Background: an optimization exercise with open tools, aiming at small area, a short achievable clock period and few clock cycles. Do not read the settings as production practice. At most, simulation tests tie the RTL to the original design; equivalence was not proved. Function not checked in run 1: the RTL went through the layout flow alone.

--- design/flow/design.v ---
module addk #(parameter W = 8) (input wire [W-1:0] x, input wire [W-1:0] y,
                                input wire ci, output wire [W-1:0] s);
  localparam integer NL = (W <= 1) ? 0 : (W <= 2) ? 1 : (W <= 4) ? 2 : (W <= 8) ? 3 : 4;
  wire [W-1:0] p = x ^ y;
  wire [W:0] P [0:NL];
  wire [W:0] V [0:NL];
  assign P[0] = {p, 1'b0};
  assign V[0] = {x, ci};
  genvar i, l;
  generate for (l = 0; l < NL; l = l + 1) begin: lv
    for (i = 0; i <= W; i = i + 1) begin: bt
      if (i >= (1 << l)) begin: m
        assign P[l+1][i] = P[l][i] & P[l][i - (1 << l)];
        assign V[l+1][i] = P[l][i] ? V[l][i - (1 << l)] : V[l][i];
      end else begin: k
        assign P[l+1][i] = P[l][i];
        assign V[l+1][i] = V[l][i];
      end
    end
  end endgenerate
  wire [W-1:0] c = V[NL][W-1:0];
  assign s = p ^ c;
endmodule
module add8c(input wire [7:0] x, input wire [7:0] y, input wire ci, output wire [7:0] s);
  addk #(8) a(.x(x), .y(y), .ci(ci), .s(s));
endmodule
module mul8(input wire [7:0] a, input wire [7:0] b, output wire [7:0] p);
  wire pp0_0 = a[0] & b[0];
  wire pp0_1 = a[1] & b[0];
  wire pp0_2 = a[2] & b[0];
  wire pp0_3 = a[3] & b[0];
  wire pp0_4 = a[4] & b[0];
  wire pp0_5 = a[5] & b[0];
  wire pp0_6 = a[6] & b[0];
  wire pp0_7 = a[7] & b[0];
  wire pp1_0 = a[0] & b[1];
  wire pp1_1 = a[1] & b[1];
  wire pp1_2 = a[2] & b[1];
  wire pp1_3 = a[3] & b[1];
  wire pp1_4 = a[4] & b[1];
  wire pp1_5 = a[5] & b[1];
  wire pp1_6 = a[6] & b[1];
  wire pp2_0 = a[0] & b[2];
  wire pp2_1 = a[1] & b[2];
  wire pp2_2 = a[2] & b[2];
  wire pp2_3 = a[3] & b[2];
  wire pp2_4 = a[4] & b[2];
  wire pp2_5 = a[5] & b[2];
  wire pp3_0 = a[0] & b[3];
  wire pp3_1 = a[1] & b[3];
  wire pp3_2 = a[2] & b[3];
  wire pp3_3 = a[3] & b[3];
  wire pp3_4 = a[4] & b[3];
  wire pp4_0 = a[0] & b[4];
  wire pp4_1 = a[1] & b[4];
  wire pp4_2 = a[2] & b[4];
  wire pp4_3 = a[3] & b[4];
  wire pp5_0 = a[0] & b[5];
  wire pp5_1 = a[1] & b[5];
  wire pp5_2 = a[2] & b[5];
  wire pp6_0 = a[0] & b[6];
  wire pp6_1 = a[1] & b[6];
  wire pp7_0 = a[0] & b[7];
  wire s1 = pp0_6 ^ pp1_5;
  wire c1 = s1 ? 1'b0 : pp0_6;
  wire h2 = pp0_7 ^ pp1_6;
  wire s2 = h2 ^ pp2_5;
  wire c2 = h2 ? pp2_5 : pp0_7;
  wire s3 = pp3_4 ^ pp4_3;
  wire c3 = s3 ? 1'b0 : pp3_4;
  wire s4 = pp0_4 ^ pp1_3;
  wire c4 = s4 ? 1'b0 : pp0_4;
  wire h5 = pp0_5 ^ pp1_4;
  wire s5 = h5 ^ pp2_3;
  wire c5 = h5 ? pp2_3 : pp0_5;
  wire s6 = pp3_2 ^ pp4_1;
  wire c6 = s6 ? 1'b0 : pp3_2;
  wire h7 = s1 ^ pp2_4;
  wire s7 = h7 ^ pp3_3;
  wire c7 = h7 ? pp3_3 : s1;
  wire h8 = pp4_2 ^ pp5_1;
  wire s8 = h8 ^ pp6_0;
  wire c8 = h8 ? pp6_0 : pp4_2;
  wire h9 = c1 ^ s2;
  wire s9 = h9 ^ s3;
  wire c9 = h9 ? s3 : c1;
  wire h10 = pp5_2 ^ pp6_1;
  wire s10 = h10 ^ pp7_0;
  wire c10 = h10 ? pp7_0 : pp5_2;
  wire s11 = pp0_3 ^ pp1_2;
  wire c11 = s11 ? 1'b0 : pp0_3;
  wire h12 = s4 ^ pp2_2;
  wire s12 = h12 ^ pp3_1;
  wire c12 = h12 ? pp3_1 : s4;
  wire h13 = c4 ^ s5;
  wire s13 = h13 ^ s6;
  wire c13 = h13 ? s6 : c4;
  wire h14 = c5 ^ c6;
  wire s14 = h14 ^ s7;
  wire c14 = h14 ? s7 : c5;
  wire h15 = c7 ^ c8;
  wire s15 = h15 ^ s9;
  wire c15 = h15 ? s9 : c7;
  wire s16 = pp0_2 ^ pp1_1;
  wire c16 = s16 ? 1'b0 : pp0_2;
  wire h17 = s11 ^ pp2_1;
  wire s17 = h17 ^ pp3_0;
  wire c17 = h17 ? pp3_0 : s11;
  wire h18 = c11 ^ s12;
  wire s18 = h18 ^ pp4_0;
  wire c18 = h18 ? pp4_0 : c11;
  wire h19 = c12 ^ s13;
  wire s19 = h19 ^ pp5_0;
  wire c19 = h19 ? pp5_0 : c12;
  wire h20 = c13 ^ s14;
  wire s20 = h20 ^ s8;
  wire c20 = h20 ? s8 : c13;
  wire h21 = c14 ^ s15;
  wire s21 = h21 ^ s10;
  wire c21 = h21 ? s10 : c14;
  wire [7:0] ra = {c20, c19, c18, c17, c16, s16, pp0_1, pp0_0};
  wire [7:0] rb = {s21, s20, s19, s18, s17, pp2_0, pp1_0, 1'b0};
  addk #(8) fin(.x(ra), .y(rb), .ci(1'b0), .s(p));
endmodule
module ge8(input wire [7:0] x, input wire [7:0] y, output wire ge);
  wire [7:0] eq = ~(x ^ y);
  wire [3:0] e1, g1;
  genvar i;
  generate for (i = 0; i < 4; i = i + 1) begin: l1
    assign e1[i] = eq[2*i+1] & eq[2*i];
    assign g1[i] = eq[2*i+1] ? x[2*i] : x[2*i+1];
  end endgenerate
  wire [1:0] e2, g2;
  generate for (i = 0; i < 2; i = i + 1) begin: l2
    assign e2[i] = e1[2*i+1] & e1[2*i];
    assign g2[i] = e1[2*i+1] ? g1[2*i] : g1[2*i+1];
  end endgenerate
  wire e3 = e2[1] & e2[0];
  wire g3 = e2[1] ? g2[0] : g2[1];
  assign ge = e3 | g3;
endmodule
module div8(input wire [7:0] a, input wire [7:0] d, output wire [7:0] q);
  wire [3:0] x1 = a[7:4];
  wire [7:0] ix = {x1, d[3:0]};
  localparam [255:0] TQ0 = 256'hff3f7f153f931f910fcf07cd03eb01e100f70075003b0019000f000500030001;
  localparam [255:0] TR0 = 256'h55d52a00d57d0a80f5750288fd5500a0ff5d0020ffd50008fff50000fffd0000;
  localparam [255:0] TQ1 = 256'h00f700f700750075003b003b00190019000f000f000500050003000300010001;
  localparam [255:0] TR1 = 256'h335199590ca00620f319f99100c00068ff31ff9100080000fff1fff900000000;
  localparam [255:0] TQ2 = 256'h000f000f000f000f000500050005000500030003000300030001000100010001;
  localparam [255:0] TR2 = 256'h0f018721c381e18100c0004000200000ff01ff81ffc1ffe10000000000000000;
  localparam [255:0] TQ3 = 256'h0003000300030003000300030003000300010001000100010001000100010001;
  localparam [255:0] TR3 = 256'h00018001c001e001f001f801fc01fe0100000000000000000000000000000000;
  wire [3:0] qh0 = {TQ3[ix], TQ2[ix], TQ1[ix], TQ0[ix]};
  wire [3:0] r10 = {TR3[ix], TR2[ix], TR1[ix], TR0[ix]};
  wire dhi = |d[7:4];
  wire [3:0] qh = dhi ? 4'd0 : qh0;
  wire [3:0] r1 = dhi ? x1 : r10;
  wire [11:0] m1  = {4'b0, d};
  wire [11:0] m2  = {3'b0, d, 1'b0};
  wire [11:0] m4  = {2'b0, d, 2'b0};
  wire [11:0] m8  = {1'b0, d, 3'b0};
  wire [11:0] m16 = {d, 4'b0};
  wire [11:0] m3, m5, m7, m9, m11, m13, m15;
  addk #(12) a3 (.x(m2),  .y(m1),  .ci(1'b0), .s(m3));
  addk #(12) a5 (.x(m4),  .y(m1),  .ci(1'b0), .s(m5));
  addk #(12) a7 (.x(m8),  .y(~m1), .ci(1'b1), .s(m7));
  addk #(12) a9 (.x(m8),  .y(m1),  .ci(1'b0), .s(m9));
  addk #(12) a11(.x(m8),  .y(m3),  .ci(1'b0), .s(m11));
  addk #(12) a13(.x(m8),  .y(m5),  .ci(1'b0), .s(m13));
  addk #(12) a15(.x(m16), .y(~m1), .ci(1'b1), .s(m15));
  wire [11:0] m6  = {m3[10:0], 1'b0};
  wire [11:0] m10 = {m5[10:0], 1'b0};
  wire [11:0] m12 = {m3[9:0], 2'b0};
  wire [11:0] m14 = {m7[10:0], 1'b0};
  wire [11:0] mk [1:15];
  assign mk[1] = m1;   assign mk[2] = m2;   assign mk[3] = m3;   assign mk[4] = m4;
  assign mk[5] = m5;   assign mk[6] = m6;   assign mk[7] = m7;   assign mk[8] = m8;
  assign mk[9] = m9;   assign mk[10] = m10; assign mk[11] = m11; assign mk[12] = m12;
  assign mk[13] = m13; assign mk[14] = m14; assign mk[15] = m15;
  wire [7:0] x2 = {r1, a[3:0]};
  wire [15:1] t;
  genvar k;
  generate for (k = 1; k < 16; k = k + 1) begin: cmp
    wire ge;
    ge8 c(.x(x2), .y(mk[k][7:0]), .ge(ge));
    assign t[k] = (mk[k][11:8] == 4'd0) & ge;
  end endgenerate
  wire [3:0] ql;
  assign ql[3] = t[8];
  assign ql[2] = t[4] & ~t[8] | t[12];
  assign ql[1] = t[2] & ~t[4] | t[6] & ~t[8] | t[10] & ~t[12] | t[14];
  assign ql[0] = t[1] & ~t[2] | t[3] & ~t[4] | t[5] & ~t[6] | t[7] & ~t[8]
               | t[9] & ~t[10] | t[11] & ~t[12] | t[13] & ~t[14] | t[15];
  assign q = {qh, ql};
endmodule
module execute(
  input wire [7:0] ra, rb, rc, rd,
  input wire [23:0] w,               
  input wire [3:0] u1a, u1b,
  input wire [1:0] u1op,
  input wire [3:0] u2a, u2b,
  input wire u2sub, u2mul,
  input wire [3:0] ta, tb, tc, td, s0t, s1t, s2t,
  output wire [7:0] na, nb, nc, nd, s0d, s1d, s2d
);
  localparam [3:0] T_U1 = 4'd7, T_U2 = 4'd8;
  function [7:0] early;
    input [3:0] t;
    input [7:0] a, b, c, d;
    input [23:0] w;
    begin
      case (t[2:0])
        3'd0: early = a;
        3'd1: early = b;
        3'd2: early = c;
        3'd3: early = d;
        3'd4: early = w[7:0];
        3'd5: early = w[15:8];
        default: early = w[23:16];
      endcase
    end
  endfunction
  wire [7:0] x1a = early(u1a, ra, rb, rc, rd, w);
  wire [7:0] x1b = early(u1b, ra, rb, rc, rd, w);
  wire [7:0] dv = u1b[1] ? (u1b[0] ? rd : rc) : rb;
  wire [7:0] q;
  div8 divider(.a(ra), .d(dv), .q(q));
  wire       sub1 = (u1op == 2'd1);
  wire [7:0] as1, mu1;
  add8c add1(.x(x1a), .y(x1b ^ {8{sub1}}), .ci(sub1), .s(as1));
  mul8 mul1(.a(x1a), .b(x1b), .p(mu1));
  wire [7:0] u1m = u1op[1] ? mu1 : as1;
  wire [7:0] u1 = (u1op == 2'd3) ? q : u1m;
  wire [7:0] e2a = early(u2a, ra, rb, rc, rd, w);
  wire [7:0] e2b = early(u2b, ra, rb, rc, rd, w);
  wire [7:0] x2a = (u2a == T_U1) ? u1 : e2a;
  wire [7:0] x2b = (u2b == T_U1) ? u1 : e2b;
  wire [7:0] m2a = (u2a == T_U1) ? u1m : e2a;
  wire [7:0] m2b = (u2b == T_U1) ? u1m : e2b;
  wire [7:0] as2, mu2;
  add8c add2(.x(x2a), .y(x2b ^ {8{u2sub}}), .ci(u2sub), .s(as2));
  mul8 mul2(.a(m2a), .b(m2b), .p(mu2));
  wire [7:0] u2 = u2mul ? mu2 : as2;
  function [7:0] pick;
    input [3:0] t;
    input [7:0] e, r1, r2;
    begin
      pick = (t == T_U2) ? r2 : (t == T_U1) ? r1 : e;
    end
  endfunction
  assign na = pick(ta, early(ta, ra, rb, rc, rd, w), u1, u2);
  assign nb = pick(tb, early(tb, ra, rb, rc, rd, w), u1, u2);
  assign nc = pick(tc, early(tc, ra, rb, rc, rd, w), u1, u2);
  assign nd = pick(td, early(td, ra, rb, rc, rd, w), u1, u2);
  assign s0d = pick(s0t, early(s0t, ra, rb, rc, rd, w), u1, u2);
  assign s1d = pick(s1t, early(s1t, ra, rb, rc, rd, w), u1, u2);
  assign s2d = pick(s2t, early(s2t, ra, rb, rc, rd, w), u1, u2);
endmodule
module membank(
  input wire clk,
  input wire we,
  input wire [4:0] wrow,
  input wire [7:0] wdata,
  input wire [31:0] rsel,
  input wire usel,             
  output wire [7:0] rdata,
  output wire [7:0] udata      
);
  reg [7:0] mem [0:31];
  always @(posedge clk)
    if (we)
      mem[wrow] <= wdata;
  reg [7:0] qt [0:3];
  integer i, j;
  always @* begin
    for (j = 0; j < 4; j = j + 1) begin
      qt[j] = 8'd0;
      for (i = 8 * j; i < 8 * j + 8; i = i + 1)
        qt[j] = qt[j] | ({8{rsel[i]}} & mem[i]);
    end
  end
  assign rdata = qt[0] | qt[1] | qt[2] | qt[3];
  assign udata = ({8{usel}} & qt[0]) | ({8{usel}} & qt[1]) | ({8{usel}} & qt[2]) | ({8{usel}} & qt[3]);
endmodule
module group_decoder(
  input wire [71:0] win_all,      
  input wire [4:0] row_lo,        
  input wire [4:0] row_hi,        
  input wire short,               
  output wire [9:1] len_oh,       
  output wire halt,
  output wire [3:0] u1a, u1b,     
  output wire [1:0] u1op,         
  output wire [3:0] u2a, u2b,     
  output wire u2sub, u2mul,
  output wire [3:0] ta, tb, tc, td,  
  output wire [23:0] imm,         
  output wire s0v, s1v, s2v,      
  output wire [7:0] s0a, s1a, s2a,
  output wire [3:0] s0t, s1t, s2t
);
  localparam integer W = 9;       
  localparam integer K = 6;       
  localparam [3:0] T_U1 = 4'd7, T_U2 = 4'd8;
  wire [7:0] win [0:W];
  genvar j, r, k;
  generate for (j = 0; j < W; j = j + 1) begin: wb
    assign win[j] = win_all[8*j +: 8];
  end endgenerate
  assign win[W] = 8'd0;
  wire [W:0] two;    
  generate for (j = 0; j < W; j = j + 1) begin: tw
    assign two[j] = (win[j][7:3] == 5'b00011);
  end endgenerate
  assign two[W] = 1'b0;
  wire [W+2:0] sp [0:K];
  assign sp[0] = {{(W+2){1'b0}}, 1'b1};
  generate for (k = 0; k < K; k = k + 1) begin: spk
    reg [W+2:0] nxt;
    integer p;
    always @* begin
      nxt = {(W+3){1'b0}};
      for (p = 0; p <= W; p = p + 1) begin
        nxt[p+1] = nxt[p+1] | (sp[k][p] & ~two[p]);
        nxt[p+2] = nxt[p+2] | (sp[k][p] & two[p]);
      end
    end
    assign sp[k+1] = nxt;
  end endgenerate
  wire [7:0] op [0:K-1];
  wire [7:0] nx [0:K-1];
  wire [K-1:0] fit;
  generate for (k = 0; k < K; k = k + 1) begin: sl
    reg [7:0] o, n;
    integer p;
    always @* begin
      o = 8'd0; n = 8'd0;
      for (p = k; p < W; p = p + 1) begin
        o = o | ({8{sp[k][p]}} & win[p]);
        n = n | ({8{sp[k][p]}} & win[p+1]);
      end
    end
    assign op[k] = o;
    assign nx[k] = n;
    assign fit[k] = ~|sp[k+1][W+2:W+1] & ~(short & sp[k+1][W]);
  end endgenerate
  wire [K-1:0] is_mov, is_alu, is_as, is_mul, is_mvi, is_st, is_halt, is_div;
  wire [3:0] wr [0:K-1];    
  wire [3:0] rd [0:K-1];    
  wire [1:0] aop [0:K-1];
  generate for (k = 0; k < K; k = k + 1) begin: dc
    wire [7:0] o = op[k];
    assign is_mov[k]  = (o <= 8'h0b);
    assign is_alu[k]  = (o >= 8'h0c) && (o <= 8'h17);
    assign is_as[k]   = (o >= 8'h0c) && (o <= 8'h11);
    assign is_mul[k]  = (o >= 8'h12) && (o <= 8'h14);
    assign is_div[k]  = (o >= 8'h15) && (o <= 8'h17);
    assign is_mvi[k]  = (o[7:2] == 6'b000110);
    assign is_st[k]   = (o[7:2] == 6'b000111);
    assign is_halt[k] = (o == 8'hff);
    reg [3:0] w, s;
    always @* begin
      w = 4'b0000; s = 4'b0000;
      if (o <= 8'h0b) begin
        case (o[3:0])
          4'h0: begin w = 4'b0001; s = 4'b0010; end
          4'h1: begin w = 4'b0001; s = 4'b0100; end
          4'h2: begin w = 4'b0001; s = 4'b1000; end
          4'h3: begin w = 4'b0010; s = 4'b0001; end
          4'h4: begin w = 4'b0010; s = 4'b0100; end
          4'h5: begin w = 4'b0010; s = 4'b1000; end
          4'h6: begin w = 4'b0100; s = 4'b0010; end
          4'h7: begin w = 4'b0100; s = 4'b0001; end
          4'h8: begin w = 4'b0100; s = 4'b1000; end
          4'h9: begin w = 4'b1000; s = 4'b0010; end
          4'ha: begin w = 4'b1000; s = 4'b0100; end
          default: begin w = 4'b1000; s = 4'b0001; end
        endcase
      end else if (o <= 8'h17) begin
        w = 4'b0001;
        case (o[4:0])
          5'h0c, 5'h0f, 5'h12, 5'h15: s = 4'b0010;
          5'h0d, 5'h10, 5'h13, 5'h16: s = 4'b0100;
          default: s = 4'b1000;
        endcase
      end else if (o[7:2] == 6'b000110) begin
        w = 4'b0001 << o[1:0];
      end else if (o[7:2] == 6'b000111) begin
        s = 4'b0001 << o[1:0];
      end
    end
    assign wr[k] = w;
    assign rd[k] = s;
    assign aop[k] = (o <= 8'h0e) ? 2'd0 : (o <= 8'h11) ? 2'd1 : (o <= 8'h14) ? 2'd2 : 2'd3;
  end endgenerate
  wire [K-1:0] alu_ge1, alu_ge2, st_ge1, st_ge2, st_ge3, mvi_ge1, mvi_ge2, mvi_ge3, div_ge1;
  wire [3:0] wb4 [0:K-1];
  wire [3:0] w2 [0:K-1];
  assign alu_ge1[0] = 1'b0; assign alu_ge2[0] = 1'b0;
  assign st_ge1[0]  = 1'b0; assign st_ge2[0]  = 1'b0; assign st_ge3[0] = 1'b0;
  assign mvi_ge1[0] = 1'b0; assign mvi_ge2[0] = 1'b0; assign mvi_ge3[0] = 1'b0;
  assign div_ge1[0] = 1'b0;
  assign wb4[0] = 4'b0000;
  assign w2[0] = 4'b0000;
  generate for (k = 1; k < K; k = k + 1) begin: cnt
    assign alu_ge1[k] = alu_ge1[k-1] | is_alu[k-1];
    assign alu_ge2[k] = alu_ge2[k-1] | (alu_ge1[k-1] & is_alu[k-1]);
    assign st_ge1[k]  = st_ge1[k-1] | is_st[k-1];
    assign st_ge2[k]  = st_ge2[k-1] | (st_ge1[k-1] & is_st[k-1]);
    assign st_ge3[k]  = st_ge3[k-1] | (st_ge2[k-1] & is_st[k-1]);
    assign mvi_ge1[k] = mvi_ge1[k-1] | is_mvi[k-1];
    assign mvi_ge2[k] = mvi_ge2[k-1] | (mvi_ge1[k-1] & is_mvi[k-1]);
    assign mvi_ge3[k] = mvi_ge3[k-1] | (mvi_ge2[k-1] & is_mvi[k-1]);
    assign div_ge1[k] = div_ge1[k-1] | (is_alu[k-1] & is_div[k-1]);
    assign wb4[k] = wb4[k-1] | wr[k-1];
    assign w2[k] = w2[k-1] | ({4{alu_ge2[k-1] | (alu_ge1[k-1] & is_alu[k-1])}} & wr[k-1]);
  end endgenerate
  wire [K-1:0] first_alu  = is_alu & ~alu_ge1;
  wire [K-1:0] second_alu = is_alu & alu_ge1 & ~alu_ge2;
  wire [K-1:0] first_st   = is_st & ~st_ge1;
  wire [K-1:0] second_st  = is_st & st_ge1 & ~st_ge2;
  wire [K-1:0] third_st   = is_st & st_ge2 & ~st_ge3;
  wire [K-1:0] mvi0 = is_mvi & ~mvi_ge1;
  wire [K-1:0] mvi1 = is_mvi & mvi_ge1 & ~mvi_ge2;
  wire [K-1:0] mvi2 = is_mvi & mvi_ge2 & ~mvi_ge3;
  reg [7:0] r_s0a, r_s1a, r_s2a;
  integer i;
  always @* begin
    r_s0a = 8'd0; r_s1a = 8'd0; r_s2a = 8'd0;
    for (i = 0; i < K; i = i + 1) begin
      r_s0a = r_s0a | ({8{first_st[i]}} & nx[i]);
      r_s1a = r_s1a | ({8{second_st[i]}} & nx[i]);
      r_s2a = r_s2a | ({8{third_st[i]}} & nx[i]);
    end
  end
  assign s0a = r_s0a; assign s1a = r_s1a; assign s2a = r_s2a;
  wire smc0 = (r_s0a[7:3] == row_lo) | (r_s0a[7:3] == row_hi);
  wire smc1 = (r_s1a[7:3] == row_lo) | (r_s1a[7:3] == row_hi);
  wire smc2 = (r_s2a[7:3] == row_lo) | (r_s2a[7:3] == row_hi);
  wire clash1 = (r_s1a[2:0] == r_s0a[2:0]);
  wire clash2 = (r_s2a[2:0] == r_s0a[2:0]) | (r_s2a[2:0] == r_s1a[2:0]);
  wire [K-1:0] cb, ca;
  generate for (k = 0; k < K; k = k + 1) begin: cut
    wire div_late = is_div[k] & (wb4[k][0] | |(wb4[k] & rd[k]));
    assign cb[k] = ~fit[k]
                 | (is_alu[k] & (alu_ge2[k] | div_late
                                 | (alu_ge1[k] & (is_div[k] | (is_mul[k] & div_ge1[k])))))
                 | (is_st[k] & (st_ge3[k] | |(w2[k] & rd[k])
                                | (second_st[k] & clash1) | (third_st[k] & clash2)))
                 | (is_mvi[k] & mvi_ge3[k]);
    assign ca[k] = is_halt[k] | (first_st[k] & smc0) | (second_st[k] & smc1) | (third_st[k] & smc2);
  end endgenerate
  wire [K:1] stop;
  generate for (k = 1; k <= K; k = k + 1) begin: sp1
    if (k < K) begin: m
      assign stop[k] = cb[k] | ca[k-1];
    end else begin: l
      assign stop[k] = 1'b1;
    end
  end endgenerate
  wire [K:1] prior;    
  assign prior[1] = 1'b0;
  generate for (k = 2; k <= K; k = k + 1) begin: pr
    assign prior[k] = prior[k-1] | stop[k-1];
  end endgenerate
  wire [K:1] n_oh = stop & ~prior;
  wire [K-1:0] inc;
  assign inc[0] = 1'b1;
  generate for (k = 1; k < K; k = k + 1) begin: ic
    assign inc[k] = ~prior[k+1 > K ? K : k+1] & ~stop[k];
  end endgenerate
  reg [9:1] r_len;
  always @* begin
    r_len = 9'd0;
    for (i = 1; i <= K; i = i + 1)
      r_len = r_len | ({9{n_oh[i]}} & sp[i][9:1]);
  end
  assign len_oh = r_len;
  wire [3:0] t [0:K][0:3];
  wire [3:0] srct [0:K-1];
  generate for (r = 0; r < 4; r = r + 1) begin: t0
    assign t[0][r] = r;
  end endgenerate
  generate for (k = 0; k < K; k = k + 1) begin: tg
    assign srct[k] = ({4{rd[k][0]}} & t[k][0]) | ({4{rd[k][1]}} & t[k][1])
                   | ({4{rd[k][2]}} & t[k][2]) | ({4{rd[k][3]}} & t[k][3]);
    wire [3:0] cv = is_mvi[k] ? (mvi_ge2[k] ? 4'd6 : mvi_ge1[k] ? 4'd5 : 4'd4)
                              : (alu_ge1[k] ? T_U2 : T_U1);
    for (r = 0; r < 4; r = r + 1) begin: rg
      wire w  = wr[k][r];
      wire wm = w & is_mov[k];
      wire wc = w & ~is_mov[k];
      assign t[k+1][r] = ({4{~w}} & t[k][r]) | ({4{wm}} & srct[k]) | ({4{wc}} & cv);
    end
  end endgenerate
  reg [3:0] tend [0:3];
  integer m;
  always @* begin
    for (m = 0; m < 4; m = m + 1) begin
      tend[m] = 4'd0;
      for (i = 1; i <= K; i = i + 1)
        tend[m] = tend[m] | ({4{n_oh[i]}} & t[i][m]);
    end
  end
  assign ta = tend[0];
  assign tb = tend[1];
  assign tc = tend[2];
  assign td = tend[3];
  reg [3:0] r_u1a, r_u1b, r_u2a, r_u2b, r_s0t, r_s1t, r_s2t;
  reg [1:0] r_u1op;
  reg       r_u2sub, r_u2mul, r_s0v, r_s1v, r_s2v, r_halt;
  reg [23:0] r_imm;
  always @* begin
    r_u1a = 4'd0; r_u1b = 4'd0; r_u2a = 4'd0; r_u2b = 4'd0;
    r_s0t = 4'd0; r_s1t = 4'd0; r_s2t = 4'd0;
    r_u1op = 2'd0; r_u2sub = 1'b0; r_u2mul = 1'b0;
    r_s0v = 1'b0; r_s1v = 1'b0; r_s2v = 1'b0; r_halt = 1'b0;
    r_imm = 24'd0;
    for (i = 0; i < K; i = i + 1) begin
      r_u1a = r_u1a | ({4{first_alu[i]}} & t[i][0]);
      r_u1b = r_u1b | ({4{first_alu[i]}} & srct[i]);
      r_u1op = r_u1op | ({2{first_alu[i]}} & aop[i]);
      r_u2a = r_u2a | ({4{second_alu[i]}} & t[i][0]);
      r_u2b = r_u2b | ({4{second_alu[i]}} & srct[i]);
      r_u2sub = r_u2sub | (second_alu[i] & (aop[i] == 2'd1));
      r_u2mul = r_u2mul | (second_alu[i] & (aop[i] == 2'd2));
      r_s0t = r_s0t | ({4{first_st[i]}} & srct[i]);
      r_s0v = r_s0v | (first_st[i] & inc[i]);
      r_s1t = r_s1t | ({4{second_st[i]}} & srct[i]);
      r_s1v = r_s1v | (second_st[i] & inc[i]);
      r_s2t = r_s2t | ({4{third_st[i]}} & srct[i]);
      r_s2v = r_s2v | (third_st[i] & inc[i]);
      r_imm[7:0]   = r_imm[7:0]   | ({8{mvi0[i]}} & nx[i]);
      r_imm[15:8]  = r_imm[15:8]  | ({8{mvi1[i]}} & nx[i]);
      r_imm[23:16] = r_imm[23:16] | ({8{mvi2[i]}} & nx[i]);
      r_halt = r_halt | (is_halt[i] & inc[i]);
    end
  end
  assign u1a = r_u1a; assign u1b = r_u1b; assign u1op = r_u1op;
  assign u2a = r_u2a; assign u2b = r_u2b; assign u2sub = r_u2sub; assign u2mul = r_u2mul;
  assign s0t = r_s0t; assign s1t = r_s1t; assign s2t = r_s2t;
  assign s0v = r_s0v; assign s1v = r_s1v; assign s2v = r_s2v;
  assign imm = r_imm;
  assign halt = r_halt;
endmodule
module processor(
  input wire clk, reset,
  input wire op,  
  input wire [7:0] in_data,
  input wire user_write_memory,
  input wire [7:0] user_address,
  output wire [7:0] out_data,  
  output wire done             
);
  reg [7:0] reg_a, reg_b, reg_c, reg_d;
  reg [7:0] pc;
  reg       f_halted;     
  reg       done_r;
  reg [63:0] rb0, rb1;
  reg [7:0]  rv0, rv1;    
  reg        g_valid;
  reg        g_halt;
  reg [23:0] g_imm;       
  reg [3:0]  g_u1a, g_u1b;
  reg [1:0]  g_u1op;
  reg [3:0]  g_u2a, g_u2b;
  reg        g_u2sub, g_u2mul;
  reg [3:0]  g_ta, g_tb, g_tc, g_td;
  reg        g_s0v, g_s1v, g_s2v;
  reg [7:0]  g_s0a, g_s1a, g_s2a;
  reg [3:0]  g_s0t, g_s1t, g_s2t;
  wire [4:0] row0 = pc[7:3];
  wire [4:0] row1 = row0 + 5'd1;
  wire [4:0] row2 = row0 + 5'd2;
  wire [7:0] a_new, b_new, c_new, d_new, s0d, s1d, s2d;
  execute ex(
    .ra(reg_a), .rb(reg_b), .rc(reg_c), .rd(reg_d), .w(g_imm),
    .u1a(g_u1a), .u1b(g_u1b), .u1op(g_u1op),
    .u2a(g_u2a), .u2b(g_u2b), .u2sub(g_u2sub), .u2mul(g_u2mul),
    .ta(g_ta), .tb(g_tb), .tc(g_tc), .td(g_td), .s0t(g_s0t), .s1t(g_s1t), .s2t(g_s2t),
    .na(a_new), .nb(b_new), .nc(c_new), .nd(d_new), .s0d(s0d), .s1d(s1d), .s2d(s2d)
  );
  wire all0 = &rv0;
  wire all1 = &rv1;
  wire [4:0] frow = ~all0 ? row0 : ~all1 ? row1 : row2;
  wire [4:0] rrow = op ? frow : user_address[7:3];
  wire [31:0] rsel = 32'd1 << rrow;
  wire [7:0] cw0 = {8{g_valid & g_s0v}} & (8'd1 << g_s0a[2:0]);
  wire [7:0] cw1 = {8{g_valid & g_s1v}} & (8'd1 << g_s1a[2:0]);
  wire [7:0] cw2 = {8{g_valid & g_s2v}} & (8'd1 << g_s2a[2:0]);
  wire [7:0] uwb = {8{~op & user_write_memory}} & (8'd1 << user_address[2:0]);
  wire [63:0] bank_row;
  wire [63:0] bank_user;
  wire [7:0]  ubank = 8'd1 << user_address[2:0];
  genvar b;
  generate for (b = 0; b < 8; b = b + 1) begin: bk
    wire       we   = cw0[b] | cw1[b] | cw2[b] | uwb[b];
    wire [4:0] wrow = cw0[b] ? g_s0a[7:3] : cw1[b] ? g_s1a[7:3] : cw2[b] ? g_s2a[7:3] : user_address[7:3];
    wire [7:0] wdat = cw0[b] ? s0d : cw1[b] ? s1d : cw2[b] ? s2d : in_data;
    membank m(.clk(clk), .we(we), .wrow(wrow), .wdata(wdat), .rsel(rsel),
              .usel(ubank[b]), .rdata(bank_row[8*b +: 8]), .udata(bank_user[8*b +: 8]));
  end endgenerate
  assign out_data = bank_user[7:0] | bank_user[15:8] | bank_user[23:16] | bank_user[31:24]
                  | bank_user[39:32] | bank_user[47:40] | bank_user[55:48] | bank_user[63:56];
  wire [2:0] pcl = pc[2:0];
  wire [127:0] rbuf = {rb1, rb0};
  wire [71:0] win_all = rbuf[{pcl, 3'b000} +: 72];
  wire [9:1] f_len_oh;
  wire [23:0] f_imm;
  wire       f_halt;
  wire [3:0] f_u1a, f_u1b, f_u2a, f_u2b;
  wire [1:0] f_u1op;
  wire       f_u2sub, f_u2mul;
  wire [3:0] f_ta, f_tb, f_tc, f_td;
  wire       f_s0v, f_s1v, f_s2v;
  wire [7:0] f_s0a, f_s1a, f_s2a;
  wire [3:0] f_s0t, f_s1t, f_s2t;
  group_decoder dec(
    .win_all(win_all), .row_lo(row0), .row_hi(row1), .short(pcl == 3'd7),
    .len_oh(f_len_oh), .halt(f_halt), .imm(f_imm),
    .u1a(f_u1a), .u1b(f_u1b), .u1op(f_u1op),
    .u2a(f_u2a), .u2b(f_u2b), .u2sub(f_u2sub), .u2mul(f_u2mul),
    .ta(f_ta), .tb(f_tb), .tc(f_tc), .td(f_td),
    .s0v(f_s0v), .s1v(f_s1v), .s2v(f_s2v), .s0a(f_s0a), .s1a(f_s1a), .s2a(f_s2a),
    .s0t(f_s0t), .s1t(f_s1t), .s2t(f_s2t)
  );
  wire hz0 = g_s0v & ((g_s0a[7:3] == row0) | (g_s0a[7:3] == row1) | (g_s0a[7:3] == row2));
  wire hz1 = g_s1v & ((g_s1a[7:3] == row0) | (g_s1a[7:3] == row1) | (g_s1a[7:3] == row2));
  wire hz2 = g_s2v & ((g_s2a[7:3] == row0) | (g_s2a[7:3] == row1) | (g_s2a[7:3] == row2));
  wire hz = g_valid & (hz0 | hz1 | hz2);
  wire f_run = op & ~f_halted & ~done_r;
  wire f_go = f_run & all0 & all1 & ~hz;
  wire f_load = f_run & ~(all0 & all1) & ~hz;    
  reg [4:0] pcl_sum;
  integer k;
  always @* begin
    pcl_sum = 5'd0;
    for (k = 1; k <= 9; k = k + 1)
      pcl_sum = pcl_sum | ({5{f_len_oh[k]}} & ({2'b0, pcl} + k));
  end
  wire f_carry = pcl_sum[3];
  wire f_carry2 = pcl_sum[4];
  wire [7:0] snoop0 = {8{uwb != 8'd0 && user_address[7:3] == row0}} & uwb;
  wire [7:0] snoop1 = {8{uwb != 8'd0 && user_address[7:3] == row1}} & uwb;
  always @(posedge clk, posedge reset)
    if (reset) begin
      reg_a <= 8'h55; reg_b <= 8'h11; reg_c <= 8'h11; reg_d <= 8'h11;
      pc <= 8'd0;
      f_halted <= 1'b0; done_r <= 1'b0;
      g_valid <= 1'b0;
      rv0 <= 8'd0; rv1 <= 8'd0;
    end else begin
      if (g_valid) begin
        reg_a <= a_new; reg_b <= b_new; reg_c <= c_new; reg_d <= d_new;
      end
      if (f_go) pc <= {f_carry2 ? row2 : f_carry ? row1 : row0, pcl_sum[2:0]};
      g_valid <= f_go;
      if (!op) begin
        f_halted <= 1'b0;
        done_r <= 1'b0;
      end else begin
        if (f_go && f_halt) f_halted <= 1'b1;
        if (g_valid && g_halt) done_r <= 1'b1;
      end
      if (hz) begin
        rv0 <= 8'd0; rv1 <= 8'd0;
      end else if (f_go && f_carry2) begin
        rv0 <= 8'hff; rv1 <= 8'd0;
      end else if (f_go && f_carry) begin
        rv0 <= rv1; rv1 <= 8'hff;
      end else if (f_load) begin
        if (!all0) rv0 <= 8'hff;
        else rv1 <= 8'hff;
      end else begin
        rv0 <= rv0 | snoop0;
        rv1 <= rv1 | snoop1;
      end
    end
  genvar y;
  generate for (y = 0; y < 8; y = y + 1) begin: rbb
    always @(posedge clk) begin
      if (f_go && f_carry2) begin
        rb0[8*y +: 8] <= bank_row[8*y +: 8];
      end else if (f_go && f_carry) begin
        rb0[8*y +: 8] <= rb1[8*y +: 8];
        rb1[8*y +: 8] <= bank_row[8*y +: 8];
      end else if (f_load) begin
        if (!all0) rb0[8*y +: 8] <= bank_row[8*y +: 8];
        else rb1[8*y +: 8] <= bank_row[8*y +: 8];
      end else begin
        if (snoop0[y]) rb0[8*y +: 8] <= in_data;
        if (snoop1[y]) rb1[8*y +: 8] <= in_data;
      end
    end
  end endgenerate
  always @(posedge clk) begin
    g_halt <= f_halt;
    g_imm <= f_imm;
    g_u1a <= f_u1a; g_u1b <= f_u1b; g_u1op <= f_u1op;
    g_u2a <= f_u2a; g_u2b <= f_u2b; g_u2sub <= f_u2sub; g_u2mul <= f_u2mul;
    g_ta <= f_ta; g_tb <= f_tb; g_tc <= f_tc; g_td <= f_td;
    g_s0v <= f_s0v; g_s0a <= f_s0a; g_s0t <= f_s0t;
    g_s1v <= f_s1v; g_s1a <= f_s1a; g_s1t <= f_s1t;
    g_s2v <= f_s2v; g_s2a <= f_s2a; g_s2t <= f_s2t;
  end
  assign done = done_r;
endmodule
--- design/flow/flow/run.sh ---
#!/bin/bash
# The standard flow's own layout (standard.sh), except that synthesis skips ORFS's adder
# step (Yosys extract_fa and the full/half-adder cell map): ABC then maps the
# arithmetic as plain logic and times it as a whole. Everything else, the
# registers included, is the standard synthesis and layout.
set -euo pipefail
here=$(pwd)

# ORFS's synth.tcl without the block from "Technology mapping of adders" up
# to "Technology mapping of latches"
sed '/^# Technology mapping of adders/,/^# Technology mapping of latches/{/^# Technology mapping of latches/!d}' \
  "$FLOW_HOME/scripts/synth.tcl" > "$here/synth_noadder.tcl"
grep -q '^# Technology mapping of latches' "$here/synth_noadder.tcl"
! grep -q 'extract_fa' "$here/synth_noadder.tcl"

# The standard flow's synthesis script, sourcing that instead of ORFS's synth.tcl
sed "s#source \$::env(SCRIPTS_DIR)/synth.tcl#source $here/synth_noadder.tcl#" \
  synth_recipe.tcl > "$here/synth_recipe_noadder.tcl"
grep -q 'synth_noadder.tcl' "$here/synth_recipe_noadder.tcl"

# standard.sh with that synthesis script
sed "s#SYNTH_SCRIPT=[^ ]*#SYNTH_SCRIPT=$here/synth_recipe_noadder.tcl#" standard.sh > "$here/standard_noadder.sh"
grep -q 'synth_recipe_noadder.tcl' "$here/standard_noadder.sh"

bash "$here/standard_noadder.sh" finish > "$here/orfs_make.log" 2>&1
--- design/flow/standard.sh ---
#!/bin/bash
# synth_recipe.tcl (not shown) runs the flow's synth.tcl, then flattens the netlist and writes it again
# the make line also repeats each setting of config.mk as NAME=value (left out here)
make -C /OpenROAD-flow-scripts/flow DESIGN_CONFIG=/design/flow/config.mk WORK_HOME=/design/flow/orfs CLKGATE_MAP_FILE= SYNTH_SCRIPT=/design/flow/synth_recipe.tcl "${@:-finish}"
--- design/flow/config.mk ---
export PLATFORM = sky130hd
export DESIGN_NAME = processor
export DESIGN_NICKNAME = processor
export VERILOG_FILES = /design/flow/design.v
export SDC_FILE = /design/flow/constraint.sdc
export NUM_CORES = 8
export LEC_CHECK = 0
export CAP_MARGIN = 20
export CORE_MARGIN = 2
export CORE_UTILIZATION = 50
export PLACE_DENSITY = 0.6
export SETUP_SLACK_MARGIN = 4
export SLEW_MARGIN = 20
--- design/flow/constraint.sdc ---
create_clock -name core_clock -period 12.5 [get_ports {clk}]
set_input_delay 2.5000 -clock core_clock [delete_from_list [all_inputs] [get_ports {clk}]]
set_output_delay 2.5000 -clock core_clock [all_outputs]
set_load 0.01 [all_outputs]
==> summary.md, run 1 <==
| Metric | Value |
|---|---|
| Outcome | timing/DRC/antenna clean |
| EDFF count, synth | 2,176 |
| Crit Path Class | primary input to primary output |
| Vias per cell | 7.40 |
| TritonCTS Sinks | 2,333 |
| CTS Buf Count | 229 |
| Synth Cell Area | roughly 0.12 mm² |
| Final Hold Fails | 0 |
| Yosys reg bits | 2,333 |
| Total die area | 0.249 mm² |
| DRT antenna net count | 0 |
| Detailed Route WL | 591,000 µm |
| DRT Pass-1 Iters | 10 |
| Worst relative slew slack | 0.0935 |
| GPL Wtd Cong | 1.07 |
| Area after DPL | about 0.13 mm² |
| Synth top area share | 0.534 |
| Worst skew pair latency | between 900 and 1000 ps |
| DRC | 0 |
| Critical Path End Type | primary output |
| Synth area leaders | edfxtp_1 53%, a22oi_1 4.3%, nor2_1 3.2% |
| Cell variety after synth | 142 |
| CP required | 10,000 ps |
| Vias in the first global route | 101,000 |
| Die Ht | 499 µm |
| Top-count cell post-synth | edfxtp_1 |
| Fin nets | between 10,000 and 15,000 |
| Initial DRC count | 18,800 |
| Slew Limit Fails | 0 |
| Min cycle time layout | 8710 ps |
| Worst clock skew | 110 ps |
| Area leader, netlist | edfxtp_1 |
| Ys flop type | edfxtp_1 |
| Initial antenna violation count | 28 |
| Hold Crit Class | flip-flop to flip-flop |
| Total GRT Usage | 0.458 |
| RSZ-0062 raised after global routing | yes |
| Met3 Track Usage GR | 0.129 |
| Num ports | 29 |
| Post-route cell area | around 0.15 mm² |
| H-tree Lvls | 4 |
| Met1 Track Usage GR | 0.566 |
| Syn Inst Count | 10,800 |
| DR WL/cell | 39.8 µm |
| Fmax | between 0.1 and 0.15 GHz |
| Syn_area_per_cell | ~11 µm² |
| Core area | 0.243 mm² |
| Layout cell share with drive strength beyond 1 | 0.216 |
| GRT busiest layer | met2 |
| Max capacitance violation total | 0 |
| Overflow after GRT | 0 |
| Initial core utilization | 0.503 |
| Row cnt | 181 |
| Register area share after synthesis | 0.563 |
| Critical Path Fanout Max | 8 |
| Final setup fails | 0 |
| Place WS | between 900 and 1000 ps |
| Synth cell count leaders | 2,176 x edfxtp_1, 1,028 x nor2_1, 941 x nand2_1 |
| GRT met2 Usage | 0.683 |
| First-pass GRT wire length | 803,000 µm |
| Async set or reset register ratio after synthesis | 0.0253 |
| Final Cycle Share | 0.697 |
| Final TNS setup | 0 ps |
| Startpoint Class | primary input |
| Final worst slack | roughly 3800 ps |
| Largest net degree at the start of global routing | 79 |
| Slew @ Worst Pin | 1360 ps |
| Reg clk slew, reported paths | roughly 60 ps |
| Yosys Warn Count | 9 |
| Area growth from synthesis to layout | 19.3% |
| CTS tree | built |
| Root Buffer | clkbuf_16 |
| Worst path arrival time | approximately 6200 ps |
| PortBufs | 28 |
| Clk buf depth | 3 |
| Vias | 110,000 |
| Die X | 499 µm |
| Post-DP HPWL | 406,000 µm |
layout make-up:
type | count | area [µm²]
multi-input cells | 7556 | 54000
clock inverters | 163 | 1870
inverters | 139 | 529
clock buffers | 270 | 5950
flip-flops and latches | 2333 | 68800
fillers | 19500 | 97400
well taps | 3202 | 4010
diodes | 17 | 42.5
repair buffers | 1157 | 10600
routing by layer:
| layer | up-vias | wire length, µm |
|---|---|---|
| li1 | 44000 | - |
| met1 | 53500 | 201000 |
| met3 | 2530 | 79500 |
| met2 | 9709 | 254000 |
| met4 | 26 | 56500 |
| met5 | - | 295 |
cell families after synthesis:
kind of cell,synth area share
AO/OA/AOI/OAI,0.209
AND/OR/NAND/NOR,0.117
flip-flops,0.563
buffers and inverters,0.0337
multiplexers,0.0559
XOR/XNOR,0.0175
adder cells (fa/ha/maj),0.00418
other,0.0000307
registers in the layout, indices dropped and copies added (netlist names), 8 cells and up:
signal and cells:
bk.m.mem 2048, rb0 64, rb1 64, g_imm 24, g_s0a 8, g_s1a 8, g_s2a 8, pc 8
reg_a 8, reg_b 8, reg_c 8, reg_d 8, rv0 8, rv1 8
worst max-delay path, cell delays in order:
cell,delay (ps)
buf_6,80
buf_12,120
nor2_4,40
a21oi_4,200
nand3b_1,190
buf_6,150
nor2_4,70
buf_8,170
buf_16,180
buf_8,170
a22oi_1,180
nand4_1,430
or4_4,680
a22oi_1,220
nand4_1,460
buf_2,330
path summary, 6_finish.rpt:
kind	start	to	slack [ps]	cells after the start
setup / recovery	user_address[7]	out_data[6]	3790	16
hold / removal	rv0[1]	rv0[1]	500	1
setup reg to reg	reg_d[4]	bk[1].m.mem[18][5]	3840	26
hold reg to reg	rv0[1]	rv0[1]	500	1
max in group asynchronous	reset	pc[2]	9390	3
min in group asynchronous	reset	reg_d[5]	1930	2
placed cells by master, fill, tap and decap left out, types with 48 or more instances in the layout:
cell | synthesis | routed
o22ai_1 | 137 | 125
dfxtp_1 | 98 | 93
mux2_1 | 53 | 53
buf_6 | 44 | 86
inv_1 | 132 | 130
maj3_1 | 51 | 51
and3_1 | 58 | 50
nor2_1 | 1028 | 909
edfxtp_1 | 2176 | 2176
mux2_2 | 80 | 75
a211oi_1 | 156 | 138
a221oi_1 | 299 | 223
clkinv_1 | 6 | 65
mux2i_1 | 301 | 282
nand2_1 | 941 | 917
nor2_4 | 3 | 48
nand2b_1 | 54 | 51
o21ai_0 | 643 | 607
nor3_1 | 173 | 154
clkbuf_16 | 0 | 241
a21oi_2 | 7 | 61
a221oi_2 | 9 | 68
nor2_2 | 5 | 80
xnor2_1 | 177 | 171
a22o_1 | 227 | 226
o221ai_1 | 93 | 80
nor2b_1 | 52 | 50
buf_12 | 0 | 79
a31oi_1 | 98 | 91
a22oi_1 | 693 | 670
buf_4 | 31 | 922
nand3_1 | 281 | 262
o211ai_1 | 106 | 106
mux4_2 | 91 | 91
xor2_1 | 52 | 49
a21oi_1 | 507 | 423
o21ai_1 | 59 | 67
nand4_1 | 159 | 159
repair_timing:
item	CTS	global route
hold buffers	0	0
setup endpoints to repair	1904	1559
gates resized for setup	573	350
setup buffers	241	173
pin swaps	155	167
cloned	13	15
stage by stage:
stage,instances,hold WS (ps),utilization
global route,14800,505,0.599
floorplan,10800,464,-
CTS,14600,496,0.585
global placement,13900,475,0.531
finish,14800,498,0.600
detailed placement,13900,483,0.532
==> inputs of run 2 (changes only) <==
--- a/design/flow/design.v
+++ b/design/flow/design.v
@@ -264,5 +264,3 @@
   input wire [31:0] rsel,
-  input wire usel,             
-  output wire [7:0] rdata,
-  output wire [7:0] udata      
+  output wire [7:0] rdata
 );
@@ -272,13 +270,10 @@
       mem[wrow] <= wdata;
-  reg [7:0] qt [0:3];
-  integer i, j;
+  reg [7:0] r;
+  integer i;
   always @* begin
-    for (j = 0; j < 4; j = j + 1) begin
-      qt[j] = 8'd0;
-      for (i = 8 * j; i < 8 * j + 8; i = i + 1)
-        qt[j] = qt[j] | ({8{rsel[i]}} & mem[i]);
-    end
+    r = 8'd0;
+    for (i = 0; i < 32; i = i + 1)
+      r = r | ({8{rsel[i]}} & mem[i]);
   end
-  assign rdata = qt[0] | qt[1] | qt[2] | qt[3];
-  assign udata = ({8{usel}} & qt[0]) | ({8{usel}} & qt[1]) | ({8{usel}} & qt[2]) | ({8{usel}} & qt[3]);
+  assign rdata = r;
 endmodule
@@ -592,4 +587,2 @@
   wire [63:0] bank_row;
-  wire [63:0] bank_user;
-  wire [7:0]  ubank = 8'd1 << user_address[2:0];
   genvar b;
@@ -600,6 +593,5 @@
     membank m(.clk(clk), .we(we), .wrow(wrow), .wdata(wdat), .rsel(rsel),
-              .usel(ubank[b]), .rdata(bank_row[8*b +: 8]), .udata(bank_user[8*b +: 8]));
+              .rdata(bank_row[8*b +: 8]));
   end endgenerate
-  assign out_data = bank_user[7:0] | bank_user[15:8] | bank_user[23:16] | bank_user[31:24]
-                  | bank_user[39:32] | bank_user[47:40] | bank_user[55:48] | bank_user[63:56];
+  assign out_data = bank_row[{user_address[2:0], 3'b000} +: 8];
   wire [2:0] pcl = pc[2:0];
==> run 2 against run 1 <==
  * Routed wire length is 7.4% higher
  * Final cell count is 1.4% higher
  * Sequential share of layout area is 1.3 points lower
  * Die area is 0.98% higher
  * Synthesized area is 0.99% higher
  * Clock skew is 38 ps higher
==> summary.md, run 2 <==
| Metric | Value |
|---|---|
| Worst path max stage delay | 710 ps (was 680 ps) |
| GPL Wtd Cong | 1.06 (was 1.07) |
| DRT antenna net count | 0 (unchanged) |
| Worst path cell trace | buf_6, buf_12, o21ai_4, buf_12, nor2_4, nand2_4, buf_6, nor2_4, clkbuf_16, buf_8, a22oi_2, nand4_1, or4_4, mux4_2, mux2_4, buf_6 (was buf_6, buf_12, nor2_4, a21oi_4, nand3b_1, buf_6, nor2_4, buf_8, buf_16, buf_8, a22oi_1, nand4_1, or4_4, a22oi_1, nand4_1, buf_2) |
| Num ports | 29 (unchanged) |
| First-pass GRT wire length | 847,000 µm (was 803,000 µm) |
| DRT Pass-1 Iters | 10 (unchanged) |
| Final setup fails | 0 (unchanged) |
| Initial core utilization | 0.503 (about the same) |
| Outcome | timing/DRC/antenna clean (unchanged) |
| Ys flop type | edfxtp_1 (unchanged) |
| Final TNS setup | 0 ps (unchanged) |
| Max FFs per register | 2,048 (unchanged) |
| Synth cell count leaders | 2,176 x edfxtp_1, 1,033 x nor2_1, 884 x nand2_1 (was 2,176 x edfxtp_1, 1,028 x nor2_1, 941 x nand2_1) |
| Worst clock skew | 148 ps (was 110 ps) |
| Biggest register | bk.m.mem (unchanged) |
| Register area share after synthesis | 0.557 (was 0.563) |
| Detailed Route WL | 635,000 µm (was 591,000 µm) |
| Most used cell, CP | buf_6 |
| TritonCTS Sinks | 2,333 (unchanged) |
| Area leader, netlist | edfxtp_1 (unchanged) |
| Hold Crit Class | flip-flop to flip-flop (unchanged) |
| Overflow after GRT | 0 (unchanged) |
| Core area | 0.246 mm² (was 0.243 mm²) |
| Die Ht | 501 µm (was 499 µm) |
| Root Buffer | clkbuf_16 (unchanged) |
| CP required | 10,000 ps (about the same) |
| Initial DRC count | 21,000 (was 18,800) |
| Initial antenna violation count | 54 (was 28) |
| Slowest-stage cell, CP | or4_4 (unchanged) |
| Largest registers | bk.m.mem x2048, rb0 x64, rb1 x64 (unchanged) |
| Final Hold Fails | 0 (unchanged) |
| EDFF count, synth | 2,176 (unchanged) |
| Startpoint Class | primary input (unchanged) |
| Crit Path Class | primary input to primary output (unchanged) |
| Worst path arrival time | 6190 ps (was 6210 ps) |
| Vias per cell | 7.59 (was 7.40) |
| Fin nets | 11,600 (was 11,400) |
| H-tree Lvls | 4 (unchanged) |
| Slew Limit Fails | 0 (unchanged) |
| Vias | 114,000 (was 110,000) |
| Syn Inst Count | 11,000 (was 10,800) |
| Syn_area_per_cell | 11.3 µm² (about the same) |
| Reg clk slew, reported paths | 70 ps (was 60 ps) |
| Row cnt | 182 (was 181) |
| Min cycle time layout | 8690 ps (was 8710 ps) |
| Max capacitance violation total | 0 (unchanged) |
| Layout cell share with drive strength beyond 1 | 0.228 (was 0.216) |
| Post-DP HPWL | 400,000 µm (was 406,000 µm) |
| CTS tree | built (unchanged) |
| CTS Hold Bufs | 0 (unchanged) |
| Slew @ Worst Pin | 1300 ps (was 1360 ps) |
| Yosys reg bits | 2,333 (unchanged) |
| DR WL/cell | 42.2 µm (was 39.8 µm) |
| Synth area leaders | edfxtp_1 53%, a22oi_1 4.3%, nor2_1 3.1% (was edfxtp_1 53%, a22oi_1 4.3%, nor2_1 3.2%) |
| Yosys Warn Count | 8 (was 9) |
| CP delay by family, top | simple AND/OR/NAND/NOR gates (unchanged) |
| Synth Cell Area | 0.123 mm² (was 0.122 mm²) |
| PortBufs | 28 (unchanged) |
| Area growth from synthesis to layout | 21.4% (was 19.3%) |
| Final Cycle Share | 0.695 (was 0.697) |
| CTS Buf Count | 227 (was 229) |
| Worst relative slew slack | 0.132 (was 0.0935) |
| Die X | 501 µm (was 499 µm) |
| Clk buf depth | 3 (unchanged) |
| Critical Path End Type | primary output (unchanged) |
| Most common cell after layout, fill and taps aside | edfxtp_1 (unchanged) |
| DRC | 0 (unchanged) |
| Total die area | 0.251 mm² (was 0.249 mm²) |
| Fmax | 0.115 GHz (about the same) |
| Synth top area share | 0.529 (was 0.534) |
| RSZ-0062 raised after global routing | yes (unchanged) |
| Commonest cells after routing, fill and taps aside | 2,176 x edfxtp_1, 912 x nor2_1, 882 x buf_4 (was 2,176 x edfxtp_1, 922 x buf_4, 917 x nand2_1) |
| Vias in the first global route | 103,000 (was 101,000) |
| Total GRT Usage | 0.485 (was 0.458) |
| Worst skew pair latency | 970 ps (was 940 ps) |
| Cell variety after synth | 120 (was 142) |
| Largest net degree at the start of global routing | 81 (was 79) |
| Crit path buf inv count | 7 (unchanged) |
| Critical Path Fanout Max | 7 (was 8) |
| Top-count cell post-synth | edfxtp_1 (unchanged) |
| Async set or reset register ratio after synthesis | 0.0253 (unchanged) |
==> run 2: metal layers <==
| layer | vias up | part of all wire | track usage |
|---|---|---|---|
| met2 | 10700 | 0.42 | 0.703 |
| met3 | 3025 | 0.14 | 0.156 |
| met5 | - | 0.0011 | 0.000965 |
| met4 | 52 | 0.11 | 0.400 |
| li1 | 44800 | - | - |
| met1 | 55600 | 0.33 | 0.591 |
==> run 2: area by class of cell <==
| type | instances | area [µm²] |
|---|---|---|
| well taps | 3220 | 4030 |
| flip-flops and latches | 2333 | 68800 |
| inverters | 199 | 753 |
| clock inverters | 151 | 1910 |
| fillers | 19300 | 95800 |
| multi-input cells | 7614 | 55700 |
| repair buffers | 1207 | 12600 |
| diodes | 48 | 120 |
| clock buffers | 270 | 5890 |
==> run 2: worst min-delay path: cells and delay by family, from the launching register on <==
family                 cells  cell delay, ps
buffers and inverters      1              50
flip-flops                 1             380
AO/OA/AOI/OAI              1              50
==> run 2: path summary, 6_finish.rpt <==
kind | slack [ps] | end | from | depth (start not counted)
worst max register to register | 3860 | rb0[49] | pc[1] | 31
min in group asynchronous | 2190 | reg_c[6] | reset | 3
max in group asynchronous | 9430 | pc[0] | reset | 3
worst min register to register | 520 | rv0[0] | rv0[0] | 2
worst max-delay path | 3810 | out_data[3] | user_address[6] | 16
worst min-delay path | 520 | rv0[0] | rv0[0] | 2
==> run 2: logic make-up (layout without fill, tap and decap cells) <==
| family | after synthesis | in the layout | synth area share |
|---|---|---|---|
| other | 1 | 50 | 0.0000304 |
| AO/OA/AOI/OAI | 3561 | 3572 | 0.204 |
| multiplexers | 572 | 572 | 0.0646 |
| adder cells (fa/ha/maj) | 50 | 50 | 0.00405 |
| XOR/XNOR | 229 | 229 | 0.0173 |
| buffers and inverters | 1017 | 1827 | 0.0329 |
| flip-flops | 2333 | 2333 | 0.557 |
| AND/OR/NAND/NOR | 3187 | 3189 | 0.120 |
==> run 2: timing repair <==
| action | in CTS | in global routing |
|---|---|---|
| buffers inserted | 297 | 166 |
| pin swaps | 189 | 135 |
| gates cloned | 51 | 20 |
| hold endpoints to repair | 0 | 0 |
| endpoints found under the setup margin | 1661 | 1233 |
| resized for setup | 708 | 386 |
==> run 2: stage by stage <==
step                      worst slack (ps)  instance area, µm²  hold WS, ps   util  std cells
after CTS                             3950              146000          524  0.593      14800
after floorplan                       4470              123000          469      -      11000
after detailed placement              1780              131000          511  0.533      14000
final                                 3810              150000          524  0.610      15000
after global routing                  3750              150000          557  0.610      15000
after global placement                1830              131000          502  0.532      14000
Testbench counts of run 2, summed over its fixed seeds: cycles 1,339.

static timing again, ports no longer ideal:
The results above use ideal ports. As a check the final layouts listed here were re-extracted and re-timed, cells and wires unchanged.
Step 1 assumes that a clkbuf_16 drives the clock port and a buf_2 every other input.
Step 2 moves the port delays by t, midway between the first and last clock arrival at a register: inputs arrive t later, outputs are due t later. That takes back most of the time a late clock gives input paths.
Slacks: ideal ports / drivers / drivers and shift; pairs: ideal ports / drivers.
run	shift t [ns]	setup slack, ns	worst register clock-pin slew, ns
run 1	0.998	3.790 / 3.562 / 3.562	0.07 / 0.07
run 2	0.996	3.813 / 3.647 / 3.647	0.08 / 0.08
After both steps setup and hold are still met in every run listed. For run 1, which loses most, drivers alone change the setup slack by -0.228 ns; drivers and shift together by -0.228 ns.
